This design comes from an exercise in tuning for a short achievable clock period and few clock cycles on the open sky130 flow, not from production work. Only simulation tests tie the RTL to the original design; equivalence was not proved. Power and IR drop assume default switching activity.

## flow/run.sh

```bash
#!/bin/bash
# synth_recipe.tcl (not shown) runs the flow's synth.tcl, then flattens the netlist and writes it again
# the make line also repeats each setting of config.mk as NAME=value (left out here)
make -C /OpenROAD-flow-scripts/flow DESIGN_CONFIG=/design/flow/config.mk WORK_HOME=/design/flow/orfs CLKGATE_MAP_FILE= SYNTH_SCRIPT=/design/flow/synth_recipe.tcl finish
```

## flow/config.mk

```make
export PLATFORM = sky130hd
export DESIGN_NAME = ARMProcessor
export DESIGN_NICKNAME = ARMProcessor
export VERILOG_FILES = /design/flow/design.v
export SDC_FILE = /design/flow/constraint.sdc
export NUM_CORES = 4
export LEC_CHECK = 0
export ABC_CLOCK_PERIOD_IN_PS = 3000
export CAP_MARGIN = 20
export CORE_MARGIN = 2
export CORE_UTILIZATION = 40
export SETUP_SLACK_MARGIN = 5
export SLEW_MARGIN = 20
```

## flow/constraint.sdc

```tcl
create_clock -name core_clock -period 9.0 [get_ports {clk}]
set_input_delay 1.8000 -clock core_clock [delete_from_list [all_inputs] [get_ports {clk}]]
set_output_delay 1.8000 -clock core_clock [all_outputs]
set_load 0.01 [all_outputs]
```

## flow/design.v

```verilog
module ARMProcessor(
	input clk,
	input reset,
	output[31:0] pc,
	input[31:0] inst,
	input nIRQ,
	output[3:0] be,
	output[31:0] memaddr,
	output memwrite,
	output memread,
	output[31:0] writedata,
	input[31:0] readdata
	);
	assign be = 4'b1111;
	assign memread = 1'b1;
	reg [31:0] pcF;
	reg [31:0] rf [0:14];
	reg        Z;
	reg        vE;
	reg [31:0] opA, opB, opD;
	reg        cinE;
	reg        eqE, neE;         
	reg        wrRegE;           
	reg        blE;              
	reg        wrPcE;            
	reg        cmpE, ldE, stE, ldpcE;
	reg [3:0]  rdE;
	reg [31:0] maddrM, wdataM;
	reg        mwM, ldM, ldpcM;
	reg [3:0]  rdM;
	assign pc = pcF;
	assign memaddr = maddrM;
	assign memwrite = mwM;
	assign writedata = wdataM;
	wire        condE = ~((eqE & ~Z) | (neE & Z));
	wire        exE   = vE & condE;
	wire [31:0] sum   = opA + opB + {31'd0, cinE};
	wire        wrE   = exE & wrRegE;
	wire [31:0] wdE   = blE ? opD : sum;
	wire        redirE = exE & wrPcE;
	wire        ldpcEx = exE & ldE & ldpcE;
	wire        ldEx   = exE & ldE & ~ldpcE;
	wire [3:0]  cond = inst[31:28];
	wire [1:0]  op   = inst[27:26];
	wire [3:0]  cmd  = inst[24:21];
	wire [3:0]  rn   = inst[19:16];
	wire [3:0]  rd   = inst[15:12];
	wire [3:0]  rm   = inst[3:0];
	wire        isDP = (op == 2'b00);
	wire        isLS = (op == 2'b01);
	wire        isB  = (op == 2'b10);
	wire        cADD = (cmd == 4'b0100);
	wire        cSUB = (cmd == 4'b0010);
	wire        cMOV = (cmd == 4'b1101);
	wire        cCMP = (cmd == 4'b1010);
	wire        dpWr = isDP & (cADD | cSUB | cMOV);
	wire [31:0] pc8 = pcF + 32'd8;
	wire [31:0] pc4 = pcF + 32'd4;
	function [31:0] rd_rf;
		input [3:0] a;
		begin
			case (a)
			4'd0: rd_rf = rf[0];   4'd1: rd_rf = rf[1];
			4'd2: rd_rf = rf[2];   4'd3: rd_rf = rf[3];
			4'd4: rd_rf = rf[4];   4'd5: rd_rf = rf[5];
			4'd6: rd_rf = rf[6];   4'd7: rd_rf = rf[7];
			4'd8: rd_rf = rf[8];   4'd9: rd_rf = rf[9];
			4'd10: rd_rf = rf[10]; 4'd11: rd_rf = rf[11];
			4'd12: rd_rf = rf[12]; 4'd13: rd_rf = rf[13];
			4'd14: rd_rf = rf[14]; default: rd_rf = 32'd0;
			endcase
		end
	endfunction
	function [31:0] rdval;
		input [3:0] a;
		begin
			if (a == 4'd15)
				rdval = pc8;
			else if (wrE && rdE == a)
				rdval = wdE;
			else if (ldM && rdM == a)
				rdval = readdata;
			else
				rdval = rd_rf(a);
		end
	endfunction
	wire [31:0] vn = rdval(rn);
	wire [31:0] vm = rdval(rm);
	wire [31:0] vd = rdval(rd);
	wire [31:0] imm8  = {{24{inst[7]}}, inst[7:0]};
	wire [31:0] imm12 = {20'd0, inst[11:0]};
	wire [31:0] imm24 = {{6{inst[23]}}, inst[23:0], 2'b00};
	reg  [31:0] b0;
	reg  [31:0] a0;
	reg         inv;
	always @(*) begin
		case (op)
		2'b00: begin
			b0 = inst[25] ? imm8 : vm;
			a0 = cMOV ? 32'd0 : vn;
			inv = cSUB | cCMP;
		end
		2'b01: begin
			b0 = inst[25] ? vm : imm12;
			a0 = vn;
			inv = ~inst[23];
		end
		default: begin
			b0 = imm24;
			a0 = pc8;
			inv = 1'b0;
		end
		endcase
	end
	wire useRn = (isDP & (cADD | cSUB | cCMP)) | isLS;
	wire useRm = (isDP & ~inst[25] & (cADD | cSUB | cMOV | cCMP)) | (isLS & inst[25]);
	wire useRd = isLS & ~inst[20];
	wire stallF = ldEx & ((useRn & rn == rdE) | (useRm & rm == rdE) | (useRd & rd == rdE));
	wire killF = redirE | ldpcEx | ldpcM | stallF;
	integer i;
	always @(posedge clk) begin
		if (reset) begin
			pcF <= 32'd0;
			vE <= 1'b0;
			Z <= 1'b0;
			mwM <= 1'b0;
			ldM <= 1'b0;
			ldpcM <= 1'b0;
			for (i = 0; i < 15; i = i + 1)
				rf[i] <= 32'd0;
		end else begin
			if (ldpcM)
				pcF <= readdata;
			else if (redirE)
				pcF <= sum;
			else if (!stallF)
				pcF <= pc4;
			vE <= ~killF;
			for (i = 0; i < 15; i = i + 1) begin
				if (wrE && rdE == i)
					rf[i] <= wdE;
				else if (ldM && rdM == i)
					rf[i] <= readdata;
			end
			if (exE & cmpE)
				Z <= &(opA ^ opB);
			mwM <= exE & stE;
			ldM <= ldEx;
			ldpcM <= ldpcEx;
		end
		maddrM <= sum;
		wdataM <= opD;
		rdM <= rdE;
		opA <= a0;
		opB <= inv ? ~b0 : b0;
		cinE <= inv;
		opD <= isB ? pc4 : vd;
		eqE <= (cond == 4'b0000);
		neE <= (cond == 4'b0001);
		wrRegE <= (dpWr & rd != 4'd15) | (isB & inst[24]);
		blE <= isB;
		wrPcE <= (dpWr & rd == 4'd15) | isB;
		cmpE <= isDP & cCMP;
		ldE <= isLS & inst[20];
		stE <= isLS & ~inst[20];
		ldpcE <= rd == 4'd15;
		rdE <= isB ? 4'd14 : rd;
	end
endmodule
```

==> flow_summary.yaml, run 1 <==
yosys:
  synth-seq-cells: 695
  yosysUniqueCellTypes: 115
  yosys-top-cells-area: "dfxtp_1 32%, a211oi_1 11%, mux2i_1 9.2%"
  synth_top_area_frac: 0.317
  netlist_instances: 5349
  yosysTopAreaCell: "dfxtp_1"
  postSynthAreaPerCell_um2: 8.20
  synthFlopType: "dfxtp_1"
  ys_seq_area_frac: 0.317
  async_reset_ff_frac: 0
  synth_edf_count: 0
  netlist_area_um2: 43900
  synth_warnings: 2
clock_network:
  clock-sinks: 695
  cts_max_level: 3
  cts_tree: "yes"
  clock_path_buffers: 3
  hold_buffers: 0
  clk-insertion-delay-late_ns: 0.69
  cts_root_buf: "clkbuf_16"
  cts_buffers: 82
  clk_pin_slew_ns: 0.06
placement:
  gp_congestion: 1.02
  dpl.hpwl_mm: 154
  portBuffers: 162
  post-place-cells: 6486
  placed_cell_area_um2: 46600
timing:
  hold_viol_final: 0
  rsz0062_at_grt: "yes"
  fmax_ghz: 0.238
  setup_viol: 0
  tightest_slew_ns: 1.31
  skew_ns: 0.0341
  period_minus_slack_ns: 4.21
  report.final.slew_viol_count: 0
  finalCritPeriodShare: 0.467
  slew_headroom: 0.115
  tns_ns: 0
route:
  vias_per_cell: 7.38
  drtIter0Drc: 10600
  remaining_drc_errors: 0
  vias: 49500
  postRouteAntennaNets: 0
  drt-total-wl_mm: 252
  wire_per_inst_um: 37.5
  first_pass_iters: 13
grt:
  antenna_found_initial: 14
  grt_pass1_wl_mm: 348
  overflow: 0
  grtUsageTotal: 0.428
  grt_max_degree: 122
  grt_pass1_vias: 45200
critical_path:
  arrival_ns: 4.82
  worstSetupPathType: "input pin to flip-flop"
  start_kind: "input pin"
  cp_max_fo: 28
  cp-end-kind: "flip-flop"
  worstPathRequired_ns: 9.61
cells_and_area:
  layout_commonest_cell: "dfxtp_1"
  final_area_um2: 51300
  final_cell_mix: "693 x dfxtp_1, 659 x nor2_1, 613 x a211oi_1"
  areaGrowthSynthToFinish_pct: 17.0
  fin_util: 0.471
  final_cell_count_no_fill: 6715
  layout-drive-gt1-share: 0.126
  nets: 5328
outcome:
  status: "complete, no violations"
floorplan:
  start_util: 0.403
  die_w_um: 335
  core-area_um2: 109000
  dieArea_um2: 112000
  num_rows: 121
  fp.dieH_um: 335
  pin_count: 169
job:
  maxCapViolations: 0
power:
  leakage_nw: 18.7
  p_per_area_nw_per_um2: 164
  max-vdd-ir-drop_mv: 0.122
worst_hold_path:
  hold_path_class: "flip-flop to flip-flop"
area by class of cell:
class	instances	area, µm²
Multi-Input combinational cell	4000	28300
Clock buffer	113	2370
Clock inverter	36	548
Inverter	34	130
Fill cell	10500	57500
Timing Repair Buffer	413	4280
Sequential cell	695	13900
Tap cell	1414	1770
Antenna cell	10	25.0
cells by family (layout without fill, tap and decap cells):
| group | count (synthesis) | count (layout) | share of synthesized area |
|---|---|---|---|
| mux | 443 | 443 | 0.103 |
| simple gates | 1531 | 1536 | 0.168 |
| compound gates | 1858 | 1858 | 0.316 |
| fa+ha+maj | 35 | 35 | 0.0103 |
| xor+xnor | 123 | 123 | 0.0249 |
| flops | 695 | 695 | 0.317 |
| buf+inv | 663 | 596 | 0.0612 |
| other cells | 1 | 15 | 0.0000855 |
synth_stat cells, types with 64 or more instances:
library cell and count:
a211oi_1 615, a21oi_1 195, a222oi_1 96, a22oi_1 444, buf_1 64, buf_2 95, clkbuf_1 454, dfxtp_1 695
mux2i_1 405, nand2_1 203, nand3_1 178, nor2_1 701, nor2b_1 86, nor3_1 79, o21ai_0 128, xnor2_1 80
path summary, 6_finish.rpt:
path,from,endpoint,slack [ns],depth (start not counted)
min,opD[15],wdataM[15],0.35,0
max,inst[3],opB[12],4.79,12
max reg2reg,opA[4],opB[11],5.07,10
min reg2reg,opD[15],wdataM[15],0.35,0
critical path: stages:
cell and delay (ns):
buf_8 0.16, buf_12 0.24, nor2_1 0.79, buf_4 0.34
nand3_1 0.09, nand2_1 0.07, a222oi_1 0.05, and3_2 0.28
a21oi_1 0.20, a2111oi_2 0.09, a311oi_1 0.43, mux2i_1 0.22
sequential cells by signal (all words and copies together) (netlist names), 4 cells and up:
signal,cells
maddrM,32
opB,32
opA,32
opD,32
rf,480
pcF,32
rdE,4
rdM,4
wdataM,32
through the flow:
step / worst slack, ns / total power [mW] / hold slack, ns
global route: 4.89 / 8.56 / 0.354
floorplan: 5.02 / 4.01 / 0.324
finish: 4.79 / 8.44 / 0.350
detailed placement: 2.82 / 4.60 / 0.337
CTS: 5.00 / 8.30 / 0.350
global placement: 2.86 / 4.60 / 0.343
power breakdown:
part | internal [mW] | leakage [nW] | switching, mW | total [mW]
Sequential | 3.18 | 5.64 | 0.0916 | 3.27
Combinational | 0.427 | 11.6 | 1.01 | 1.43
Clock | 2.24 | 1.45 | 1.49 | 3.73
Total | 5.85 | 18.7 | 2.59 | 8.44
metal layers:
| layer | vias up | share of wire | wire (µm) | track usage |
|---|---|---|---|---|
| met2 | 4520 | 0.39 | 98300 | 0.593 |
| li1 | 20200 | - | - | - |
| met4 | 12 | 0.086 | 21700 | 0.289 |
| met5 | - | 0.0012 | 309 | 0.00955 |
| met3 | 1437 | 0.16 | 39900 | 0.198 |
| met1 | 23400 | 0.36 | 91300 | 0.523 |
what timing repair did:
item / in CTS / in global routing
cloned: 10 / 3
resized for setup: 172 / 84
setup endpoints to repair: 141 / 130
buffers inserted: 40 / 16
pin swaps: 19 / 13
Testbench counts, summed over its fixed seeds: cycles 41,778.
==> run 2: changes to the inputs <==
--- a/flow/design.v
+++ b/flow/design.v
@@ -57,2 +57,3 @@
 	wire [31:0] pc8 = pcF + 32'd8;
+	wire [31:0] imm8  = {{24{inst[7]}}, inst[7:0]};
 	wire [31:0] pc4 = pcF + 32'd4;
@@ -89,3 +90,2 @@
 	wire [31:0] vd = rdval(rd);
-	wire [31:0] imm8  = {{24{inst[7]}}, inst[7:0]};
 	wire [31:0] imm12 = {20'd0, inst[11:0]};
@@ -118,2 +118,20 @@
 	wire stallF = ldEx & ((useRn & rn == rdE) | (useRm & rm == rdE) | (useRd & rd == rdE));
+	wire        zE   = &(opA ^ opB);
+	wire        Zeff = (exE & cmpE) ? zE : Z;
+	wire        condF = ~(((cond == 4'b0000) & ~Zeff) | ((cond == 4'b0001) & Zeff));
+	wire [5:0]  hi   = pc8[31:26];
+	wire [5:0]  hiP  = hi + 6'd1;
+	wire [5:0]  hiM  = hi - 6'd1;
+	wire [24:0] loB  = {1'b0, pc8[25:2]} + {1'b0, inst[23:0]};
+	wire [5:0]  hiB  = inst[23] ? (loB[24] ? hi : hiM) : (loB[24] ? hiP : hi);
+	wire [31:0] tgtB = {hiB, loB[23:0], pc8[1:0]};
+	wire [23:0] hj   = pc8[31:8];
+	wire [23:0] hjP  = hj + 24'd1;
+	wire [23:0] hjM  = hj - 24'd1;
+	wire [8:0]  loJ  = {1'b0, pc8[7:0]} + {1'b0, inst[7:0]};
+	wire [23:0] hiJ  = inst[7] ? (loJ[8] ? hj : hjM) : (loJ[8] ? hjP : hj);
+	wire [31:0] tgtJ = cMOV ? imm8 : {hiJ, loJ[7:0]};
+	wire jmpF = isDP & inst[25] & (rd == 4'd15) & (cMOV | (cADD & rn == 4'd15));
+	wire brF  = isB & condF;
+	wire jF   = jmpF & condF;
 	wire killF = redirE | ldpcEx | ldpcM | stallF;
@@ -135,3 +153,9 @@
 				pcF <= sum;
-			else if (!stallF)
+			else if (ldpcEx | stallF)
+				pcF <= pcF;
+			else if (brF)
+				pcF <= tgtB;
+			else if (jF)
+				pcF <= tgtJ;
+			else
 				pcF <= pc4;
@@ -161,3 +185,3 @@
 		blE <= isB;
-		wrPcE <= (dpWr & rd == 4'd15) | isB;
+		wrPcE <= dpWr & rd == 4'd15 & ~jmpF;
 		cmpE <= isDP & cCMP;
==> flow_summary.yaml, run 2 <==
cells_and_area:
  fin_util: 0.498
  nets: 5962
  areaGrowthSynthToFinish_pct: 23.2
  layout_commonest_cell: "nor2_1"
  final_area_um2: 57000
  final_cell_count_no_fill: 7413
  final_cell_mix: "737 x nor2_1, 676 x dfxtp_1, 527 x a211oi_1"
  layout-drive-gt1-share: 0.164
  largest_reg_flops: 480
  regMostFlops: "rf"
timing:
  slew_headroom: 0.196
  hold_viol_final: 0
  finalCritPeriodShare: 0.476
  fin_ws_ns: 4.72
  period_minus_slack_ns: 4.28
  setup_viol: 0
  fmax_ghz: 0.233
  rsz0062_at_grt: "yes"
  skew_ns: 0.0327
  tns_ns: 0
  tightest_slew_ns: 1.20
  report.final.slew_viol_count: 0
  hold_slack_ns: 0.348
grt:
  antenna_found_initial: 20
  grt-busiest-layer: "met2"
  grt_pass1_vias: 49600
  overflow: 0
  use_met2: 0.604
  grt_use_met3: 0.201
  grt_pass1_wl_mm: 377
  grtUsageTotal: 0.441
  grt_max_degree: 202
  met1_usage: 0.533
worst_hold_path:
  hold_path_end: "wdataM[9]"
  min-delay-start: "opD[9]"
  hold_path_class: "flip-flop to flip-flop"
  min_path_cells: 0
yosys:
  synth_top_family_by_area: "compound AO/OA/AOI/OAI gates"
  netlist_instances: 5777
  yosysTopAreaCell: "dfxtp_1"
  synthFlopType: "dfxtp_1"
  async_reset_ff_frac: 0
  yosys-top-cells-area: "dfxtp_1 30%, mux2i_1 11%, a211oi_1 8.7%"
  synth_top_area_frac: 0.301
  synth_warnings: 2
  postSynthAreaPerCell_um2: 8.01
  synth-seq-cells: 695
  synth-simple-area-share: 0.162
  synth_edf_count: 0
  synthMuxAreaShare: 0.112
  post-synth-top-count-cell: "nor2_1"
  synth_compound_area_frac: 0.315
  yosysUniqueCellTypes: 89
  ys_seq_area_frac: 0.301
  synthAdderAreaFrac: 0.0198
  synthTopCellsByCount: "784 x nor2_1, 695 x dfxtp_1, 550 x clkbuf_1, 539 x a211oi_1, 486 x mux2i_1"
  yosys.area_share.xor_xnor: 0.0318
  netlist_area_um2: 46300
placement:
  dpl.hpwl_mm: 164
  portBuffers: 162
  dpl_worst_slack_ns: 2.82
  post-place-cells: 7013
  gp_congestion: 1.08
  placed_cell_area_um2: 49600
clock_network:
  cts_buffers: 81
  cts_root_buf: "clkbuf_16"
  clk_pin_slew_ns: 0.07
  clk-insertion-delay-late_ns: 0.72
  clock-sinks: 695
  hold_buffers: 0
  cts_tree: "yes"
  cts_max_level: 3
  clock_path_buffers: 3
critical_path:
  worstPathRequired_ns: 9.60
  start_kind: "input pin"
  cp_max_fo: 3
  reg2reg_to: "pcF[29]"
  r2r_cells: 15
  r2r_start: "pcF[3]"
  cp-end-kind: "flip-flop"
  worstSetupPathType: "input pin to flip-flop"
  arrival_ns: 4.89
  r2r_setup_slack_ns: 4.95
route:
  postRouteAntennaNets: 0
  drt-total-wl_mm: 275
  remaining_drc_errors: 0
  vias_per_cell: 7.44
  vias: 55200
  wire_per_inst_um: 37.2
  first_pass_iters: 11
  drtIter0Drc: 12000
outcome:
  status: "complete, no violations"
floorplan:
  core-area_um2: 115000
  num_rows: 124
  start_util: 0.404
  pin_count: 169
  die_w_um: 344
  fp.dieH_um: 344
  dieArea_um2: 118000
power:
  p_per_area_nw_per_um2: 154
  p_sw_frac: 0.346
  p_comb_frac: 0.234
  max-vdd-ir-drop_mv: 0.118
  seqPwrFrac: 0.377
  leakage_nw: 21.4
  power_mw: 8.79
  power.share.clock: 0.388
  p_int_mw: 5.75
  p_sw_mw: 3.04
job:
  maxCapViolations: 0
-- run 2: cell count changes in the layout (fill, tap and decap cells not counted), moves of 28 or more --
cell / change
mux2i_1: +76
a22o_1: +29
a211oi_1: -86
o21ai_0: +79
nor2_1: +78
buf_12: +28
nor2b_1: -69
buf_4: +123
-- run 2: routing by layer --
layer	wire length, µm	vias to the layer above	share of wire
li1	-	22200	-
met1	97200	25900	0.35
met2	107000	5345	0.39
met3	43900	1737	0.16
met4	26900	28	0.098
met5	641	-	0.0023
-- run 2: worst max path at each step --
stage	from	to	slack [ns]	cells past startpoint
2_1_floorplan	inst[0]	pcF[29]	4.50	12
3_3_place_gp	inst[7]	pcF[25]	2.75	11
3_5_place_dp	inst[7]	pcF[25]	2.82	11
4_1_cts	inst[0]	pcF[29]	4.72	14
5_1_grt	inst[0]	pcF[29]	4.70	14
6_report	inst[0]	pcF[29]	4.72	14
-- run 2: repair_timing --
item | 4_1_cts | 5_1_grt
gates resized for setup | 353 | 268
setup endpoints to repair | 291 | 210
gates cloned | 11 | 6
pin swaps | 61 | 82
buffers inserted | 117 | 105
-- run 2: kinds of logic (layout without fill, tap and decap cells) --
family / Yosys count / after routing
compound gates: 2017 / 2017
simple gates: 1608 / 1610
xor+xnor: 167 / 167
buf+inv: 705 / 809
mux: 513 / 514
fa+ha+maj: 71 / 71
flops: 695 / 695
other cells: 1 / 18
-- run 2: critical path, stage by stage --
cell,delay [ns]
buf_16,0.12
ha_4,0.15
fa_2,0.37
a211oi_4,0.33
o21ai_4,0.12
a211oi_4,0.28
nand4_1,0.16
buf_6,0.19
or2_4,0.24
or4_4,0.45
a2bb2oi_4,0.20
xnor2_1,0.14
o22ai_1,0.09
o32ai_1,0.25
-- run 2: cell type report --
cell class                      count  area [µm²]
Antenna cell                       13        32.5
Clock buffer                      118        2420
Clock inverter                     29         205
Fill cell                       10800       57500
Inverter                           71         280
Multi-Input combinational cell   4384       32000
Sequential cell                   695       14000
Tap cell                         1512        1890
Timing Repair Buffer              591        6250
-- run 2: power by group through the flow --
| stage | Combinational [mW] | Sequential, mW | Clock [mW] |
|---|---|---|---|
| floorplan | 0.956 | 3.34 | 0 |
| global placement | 1.69 | 3.38 | 0 |
| detailed placement | 1.69 | 3.38 | 0 |
| CTS | 1.83 | 3.31 | 3.39 |
| global route | 2.09 | 3.32 | 3.51 |
| finish | 2.06 | 3.32 | 3.41 |
Testbench counts of run 2, summed over its fixed seeds: cycles 35,561.

[afterwards: timing with drivers on the ports]
In the flow no input, the clock included, has a driving cell. The finished layouts below were timed again as built, in two steps. Step 1 (the two cells are an assumption about what drives the block):
set clk [get_ports {clk}]
set_driving_cell -lib_cell sky130_fd_sc_hd__clkbuf_16 $clk
set_driving_cell -lib_cell sky130_fd_sc_hd__buf_2 [delete_from_list [all_inputs] $clk]
Step 2 adds t to the input delays and takes it off the output delays; t is the mean of the earliest and latest rising clock arrival at the registers after step 1. Input paths then give back, and output paths get back, about the clock's delay inside the block. a / b / c = ideal / step 1 / step 2; a / b = the first two.
run | shift t [ns] | setup slack, ns | pins driven straight from the clock port
run 1 | 0.755 | 4.794 / 4.832 / 4.077 | 1
run 2 | 0.772 | 4.716 / 4.721 / 3.948 | 1
After both steps every run listed still meets setup and hold. For run 2, which loses most, drivers alone change the setup slack by +0.005 ns; drivers and shift together by -0.768 ns.
